Context: an optimization exercise on an open-source flow, tuned for small area. The choices shown serve that exercise and are no tape-out recipe. Only simulation tests tie the RTL to the original design; equivalence was not proved. No activity file was given, so power comes from the tool's default toggle rates.

Design WaveGenerator, start of the top module:
module WaveGenerator #(N = 32, M = 16)(
  input clk,
  input rst,
  input chirp_reverse,             
  input [7:0] chirp_delay,         
  input [N-1:0] chirp_min_ctrl,    
  input [N-1:0] chirp_max_ctrl,    
  input [N-1:0] chirp_inc_rate,    
  input [N-1:0] chirp_div_rate,    
  output [M-1:0] waveform          
);
wire chirp_nco_reset;
wire [N-1:0] chirp_nco_ctrl;
NCO #(.N(N)) NCO0 (
  .clk     ( clk             ),
  .rst     ( chirp_nco_reset ),
  .ctrl    ( chirp_nco_ctrl  ),
  .sin_out ( waveform        )
);
Chirp #(.N(N)) Chirp0 (
  .clk       ( clk             ),
  .rst       ( rst             ),
  .delay     ( chirp_delay     ),
  .reverse   ( chirp_reverse   ),
  .min_ctrl  ( chirp_min_ctrl  ),
  .max_ctrl  ( chirp_max_ctrl  ),
  .inc_rate  ( chirp_inc_rate  ),
  .div_rate  ( chirp_div_rate  ),
  .nco_reset ( chirp_nco_reset ),
  .nco_ctrl  ( chirp_nco_ctrl  )
);
endmodule
==> flow/config.mk <==
export PLATFORM = sky130hd
export DESIGN_NAME = WaveGenerator
export DESIGN_NICKNAME = WaveGenerator
export VERILOG_FILES = /design/flow/design.v
export SDC_FILE = /design/flow/constraint.sdc
export NUM_CORES = 4
export LEC_CHECK = 0
export CAP_MARGIN = 20
export CORE_MARGIN = 2
export CORE_UTILIZATION = 40
export SETUP_SLACK_MARGIN = -0.6
export SLEW_MARGIN = 20
==> flow/constraint.sdc <==
create_clock -name core_clock -period 6.0 [get_ports {clk}]
set_input_delay 1.2000 -clock core_clock [delete_from_list [all_inputs] [get_ports {clk}]]
set_output_delay 1.2000 -clock core_clock [all_outputs]
set_load 0.01 [all_outputs]
standard.sh (not shown) runs the stock make flow with config.mk's settings and CLKGATE_MAP_FILE= SYNTH_SCRIPT=/design/flow/synth_recipe.tcl, a recipe that flattens the netlist after the stock synthesis.
==> flow/flow/run.sh <==
#!/bin/bash
# Standard ORFS layout, with these changes:
#  - synthesis maps logic with an area-oriented ABC script (flow/abc.script)
#    and leaves adders as plain logic (no full/half-adder cells); registers
#    are the standard synthesis's (same passes up to mapping, same names)
#  - ports are buffered with the smallest buffer
set -u
W=$(pwd)
export MY_ABC_SCRIPT=$W/flow/abc.script
export MY_NO_FA=1
bash standard.sh SYNTH_SCRIPT=$W/flow/my_synth.tcl \
  BUFFER_PORTS_ARGS="-buffer_cell sky130_fd_sc_hd__buf_1" \
  CTS_ARGS="-sink_clustering_enable -repair_clock_nets -dont_use_dummy_load -buf_list sky130_fd_sc_hd__clkbuf_8" finish > standard.log 2>&1
==> flow/flow/abc.script <==
strash
ifraig
dch
map -D 5000
topo
upsize -c
dnsize -c
topo
stime -c
==> flow/flow/my_synth.tcl <==
proc synth {args} { yosys synth -nofsm -noshare {*}$args }
if { [info exists ::env(MY_ABC_SCRIPT)] && $::env(MY_ABC_SCRIPT) ne "" } {
  proc abc {args} {
    set i [lsearch -exact $args -script]
    if { $i >= 0 } { set args [lreplace $args $i [expr {$i + 1}] -script $::env(MY_ABC_SCRIPT)] }
    set i [lsearch -exact $args -D]
    if { $i >= 0 && [info exists ::env(MY_ABC_D)] } { set args [lreplace $args $i [expr {$i + 1}] -D $::env(MY_ABC_D)] }
    puts "my abc: $args"
    if { [info exists ::env(MY_ABC_KEEP_SCRIPT)] && [info exists ::env(SYNTH_KEEP_MODULES)] } {
      set kargs $args
      set i [lsearch -exact $kargs -script]
      set kargs [lreplace $kargs $i [expr {$i + 1}] -script $::env(MY_ABC_KEEP_SCRIPT)]
      foreach m $::env(SYNTH_KEEP_MODULES) {
        yosys abc {*}$kargs $m
      }
      yosys abc {*}$args $::env(DESIGN_NAME)
    } else {
      yosys abc {*}$args
    }
  }
}
if { [info exists ::env(MY_NO_FA)] && $::env(MY_NO_FA) eq "1" } {
  proc extract_fa {args} { puts "extract_fa skipped" }
}
source $::env(SCRIPTS_DIR)/synth.tcl
# left out here: clear keep_hierarchy, flatten, clean up, hide names made inside functions, write 1_2_yosys.v
The first run ran to the end with no violations.
Next try:
--- a/flow/flow/run.sh
+++ b/flow/flow/run.sh
@@ -11,3 +11,2 @@
 bash standard.sh SYNTH_SCRIPT=$W/flow/my_synth.tcl \
-  BUFFER_PORTS_ARGS="-buffer_cell sky130_fd_sc_hd__buf_1" \
-  CTS_ARGS="-sink_clustering_enable -repair_clock_nets -dont_use_dummy_load -buf_list sky130_fd_sc_hd__clkbuf_8" finish > standard.log 2>&1
+  BUFFER_PORTS_ARGS="-buffer_cell sky130_fd_sc_hd__buf_1" finish > standard.log 2>&1
==> flow/flow/abc.script (replaced) <==
strash
ifraig
dch
map -D 5000
topo
stime -c
--- a/flow/flow/my_synth.tcl
+++ b/flow/flow/my_synth.tcl
@@ -8,13 +8,3 @@
     puts "my abc: $args"
-    if { [info exists ::env(MY_ABC_KEEP_SCRIPT)] && [info exists ::env(SYNTH_KEEP_MODULES)] } {
-      set kargs $args
-      set i [lsearch -exact $kargs -script]
-      set kargs [lreplace $kargs $i [expr {$i + 1}] -script $::env(MY_ABC_KEEP_SCRIPT)]
-      foreach m $::env(SYNTH_KEEP_MODULES) {
-        yosys abc {*}$kargs $m
-      }
-      yosys abc {*}$args $::env(DESIGN_NAME)
-    } else {
-      yosys abc {*}$args
-    }
+    yosys abc {*}$args
   }
--- a/flow/config.mk
+++ b/flow/config.mk
@@ -10,3 +10,3 @@
 export CORE_UTILIZATION = 40
-export SETUP_SLACK_MARGIN = -0.6
+export CTS_BUF_LIST = sky130_fd_sc_hd__clkbuf_4 sky130_fd_sc_hd__clkbuf_8
 export SLEW_MARGIN = 20
Non-clock buffer count goes up by 40.
Final cell count goes up by 3.0%.
Fmax goes up by 1.6%.
Area after synthesis goes down by 1.8%.
Worst hold slack is better by 4.9 ps.
Wire length goes up by 1.7%.
Design area goes up by 5.1%.
Sequential power is about the same.
Utilization goes up by 2.9 points.
Setup slack is better by 90 ps.
Next try:
--- a/flow/flow/run.sh
+++ b/flow/flow/run.sh
@@ -11,2 +11,3 @@
 bash standard.sh SYNTH_SCRIPT=$W/flow/my_synth.tcl \
-  BUFFER_PORTS_ARGS="-buffer_cell sky130_fd_sc_hd__buf_1" finish > standard.log 2>&1
+  BUFFER_PORTS_ARGS="-buffer_cell sky130_fd_sc_hd__buf_1" \
+  CTS_ARGS="-sink_clustering_enable -repair_clock_nets -dont_use_dummy_load -buf_list sky130_fd_sc_hd__clkbuf_8" finish > standard.log 2>&1
==> flow/flow/abc.script (replaced) <==
strash
ifraig
dch
map -D 5000
topo
upsize -c
dnsize -c
topo
stime -c
--- a/flow/flow/my_synth.tcl
+++ b/flow/flow/my_synth.tcl
@@ -8,3 +8,13 @@
     puts "my abc: $args"
-    yosys abc {*}$args
+    if { [info exists ::env(MY_ABC_KEEP_SCRIPT)] && [info exists ::env(SYNTH_KEEP_MODULES)] } {
+      set kargs $args
+      set i [lsearch -exact $kargs -script]
+      set kargs [lreplace $kargs $i [expr {$i + 1}] -script $::env(MY_ABC_KEEP_SCRIPT)]
+      foreach m $::env(SYNTH_KEEP_MODULES) {
+        yosys abc {*}$kargs $m
+      }
+      yosys abc {*}$args $::env(DESIGN_NAME)
+    } else {
+      yosys abc {*}$args
+    }
   }
--- a/flow/config.mk
+++ b/flow/config.mk
@@ -10,3 +10,3 @@
 export CORE_UTILIZATION = 40
-export CTS_BUF_LIST = sky130_fd_sc_hd__clkbuf_4 sky130_fd_sc_hd__clkbuf_8
+export SETUP_SLACK_MARGIN = -1.0
 export SLEW_MARGIN = 20
Outcome:
- With this change the flow finished with setup timing left
- worst setup slack is worse by 390 ps
- power goes down by 10%
- sequential power hardly moves
- die area increases by 1.7%
Next try:
--- a/flow/config.mk
+++ b/flow/config.mk
@@ -10,3 +10,3 @@
 export CORE_UTILIZATION = 40
-export SETUP_SLACK_MARGIN = -1.0
+export SETUP_SLACK_MARGIN = -0.45
 export SLEW_MARGIN = 20
=> With this change the flow finished clean. Die area stays the same. Utilization grows by 0.26 points. Clock-buffer cell count does not change. Non-clock buffer count is unchanged.
Next try:
--- a/flow/flow/run.sh
+++ b/flow/flow/run.sh
@@ -11,3 +11,2 @@
 bash standard.sh SYNTH_SCRIPT=$W/flow/my_synth.tcl \
-  BUFFER_PORTS_ARGS="-buffer_cell sky130_fd_sc_hd__buf_1" \
-  CTS_ARGS="-sink_clustering_enable -repair_clock_nets -dont_use_dummy_load -buf_list sky130_fd_sc_hd__clkbuf_8" finish > standard.log 2>&1
+  BUFFER_PORTS_ARGS="-buffer_cell sky130_fd_sc_hd__buf_1" finish > standard.log 2>&1
==> flow/flow/abc.script (replaced) <==
strash
ifraig
dch
map -D 5000
topo
stime -c
--- a/flow/flow/my_synth.tcl
+++ b/flow/flow/my_synth.tcl
@@ -8,13 +8,3 @@
     puts "my abc: $args"
-    if { [info exists ::env(MY_ABC_KEEP_SCRIPT)] && [info exists ::env(SYNTH_KEEP_MODULES)] } {
-      set kargs $args
-      set i [lsearch -exact $kargs -script]
-      set kargs [lreplace $kargs $i [expr {$i + 1}] -script $::env(MY_ABC_KEEP_SCRIPT)]
-      foreach m $::env(SYNTH_KEEP_MODULES) {
-        yosys abc {*}$kargs $m
-      }
-      yosys abc {*}$args $::env(DESIGN_NAME)
-    } else {
-      yosys abc {*}$args
-    }
+    yosys abc {*}$args
   }
--- a/flow/config.mk
+++ b/flow/config.mk
@@ -7,6 +7,6 @@
 export LEC_CHECK = 0
-export CAP_MARGIN = 20
+export CAP_MARGIN = 0
 export CORE_MARGIN = 2
 export CORE_UTILIZATION = 40
-export SETUP_SLACK_MARGIN = -0.45
-export SLEW_MARGIN = 20
+export CTS_BUF_LIST = sky130_fd_sc_hd__clkbuf_4 sky130_fd_sc_hd__clkbuf_8
+export SLEW_MARGIN = 0
=>
- core utilization climbs by 2.8 points
- first-iteration DRC count drops by a quarter to a third
- die area drops slightly
Next try:
--- a/flow/flow/run.sh
+++ b/flow/flow/run.sh
@@ -11,2 +11,3 @@
 bash standard.sh SYNTH_SCRIPT=$W/flow/my_synth.tcl \
-  BUFFER_PORTS_ARGS="-buffer_cell sky130_fd_sc_hd__buf_1" finish > standard.log 2>&1
+  BUFFER_PORTS_ARGS="-buffer_cell sky130_fd_sc_hd__buf_1" \
+  CTS_ARGS="-sink_clustering_enable -repair_clock_nets -dont_use_dummy_load -buf_list sky130_fd_sc_hd__clkbuf_8" finish > standard.log 2>&1
==> flow/flow/abc.script (replaced) <==
strash
ifraig
dch
map -D 5000
topo
upsize -c
dnsize -c
topo
stime -c
--- a/flow/flow/my_synth.tcl
+++ b/flow/flow/my_synth.tcl
@@ -8,3 +8,13 @@
     puts "my abc: $args"
-    yosys abc {*}$args
+    if { [info exists ::env(MY_ABC_KEEP_SCRIPT)] && [info exists ::env(SYNTH_KEEP_MODULES)] } {
+      set kargs $args
+      set i [lsearch -exact $kargs -script]
+      set kargs [lreplace $kargs $i [expr {$i + 1}] -script $::env(MY_ABC_KEEP_SCRIPT)]
+      foreach m $::env(SYNTH_KEEP_MODULES) {
+        yosys abc {*}$kargs $m
+      }
+      yosys abc {*}$args $::env(DESIGN_NAME)
+    } else {
+      yosys abc {*}$args
+    }
   }
==> flow/config.mk (replaced) <==
export PLATFORM = sky130hd
export DESIGN_NAME = WaveGenerator
export DESIGN_NICKNAME = WaveGenerator
export VERILOG_FILES = /design/flow/design.v
export SDC_FILE = /design/flow/constraint.sdc
export NUM_CORES = 4
export LEC_CHECK = 0
export CAP_MARGIN = 20
export CORE_MARGIN = 2
export CORE_UTILIZATION = 52
export SLEW_MARGIN = 20
Outcome: Die area went down by about a fifth. Total power went down by roughly a tenth. Global-route usage went up by 4.3 points. Flip-flop and latch count is unchanged. Setup slack got worse by 25 ps. Wire length went down by a few percent.

static timing again, ports no longer ideal:
The results above use ideal ports. As a check the final layouts listed here were re-extracted and re-timed, cells and wires unchanged.
Step 1 assumes that a clkbuf_16 drives the clock port and a buf_2 every other input.
Step 2 moves the port delays by t, midway between the first and last clock arrival at a register: inputs arrive t later, outputs are due t later. That takes back most of the time a late clock gives input paths.
Three values: ideal ports, drivers, drivers and shift; two values: the first two.
run	t, ns	slack for setup (ns)	hold WS [ns]	slew at the worst register clock pin (ns)	worst data-port slew with drivers (ns)
the first run	0.471	0.285 / 0.285 / -0.157	0.323 / 0.323 / 0.323	0.09 / 0.09	0.12
the second run	0.475	0.375 / 0.346 / -0.129	0.328 / 0.328 / 0.328	0.09 / 0.09	0.10
the third run	0.471	-0.012 / -0.012 / -0.151	0.323 / 0.323 / 0.323	0.09 / 0.09	0.12
the fourth run	0.468	0.359 / 0.334 / -0.134	0.323 / 0.323 / 0.323	0.09 / 0.09	0.12
the fifth run	0.475	0.372 / 0.343 / -0.132	0.328 / 0.328 / 0.328	0.09 / 0.09	0.10
the sixth run	0.469	0.347 / 0.340 / -0.129	0.323 / 0.323 / 0.323	0.09 / 0.09	0.06
With both steps, setup timing fails in 5 of these runs, where it was met with ideal ports.
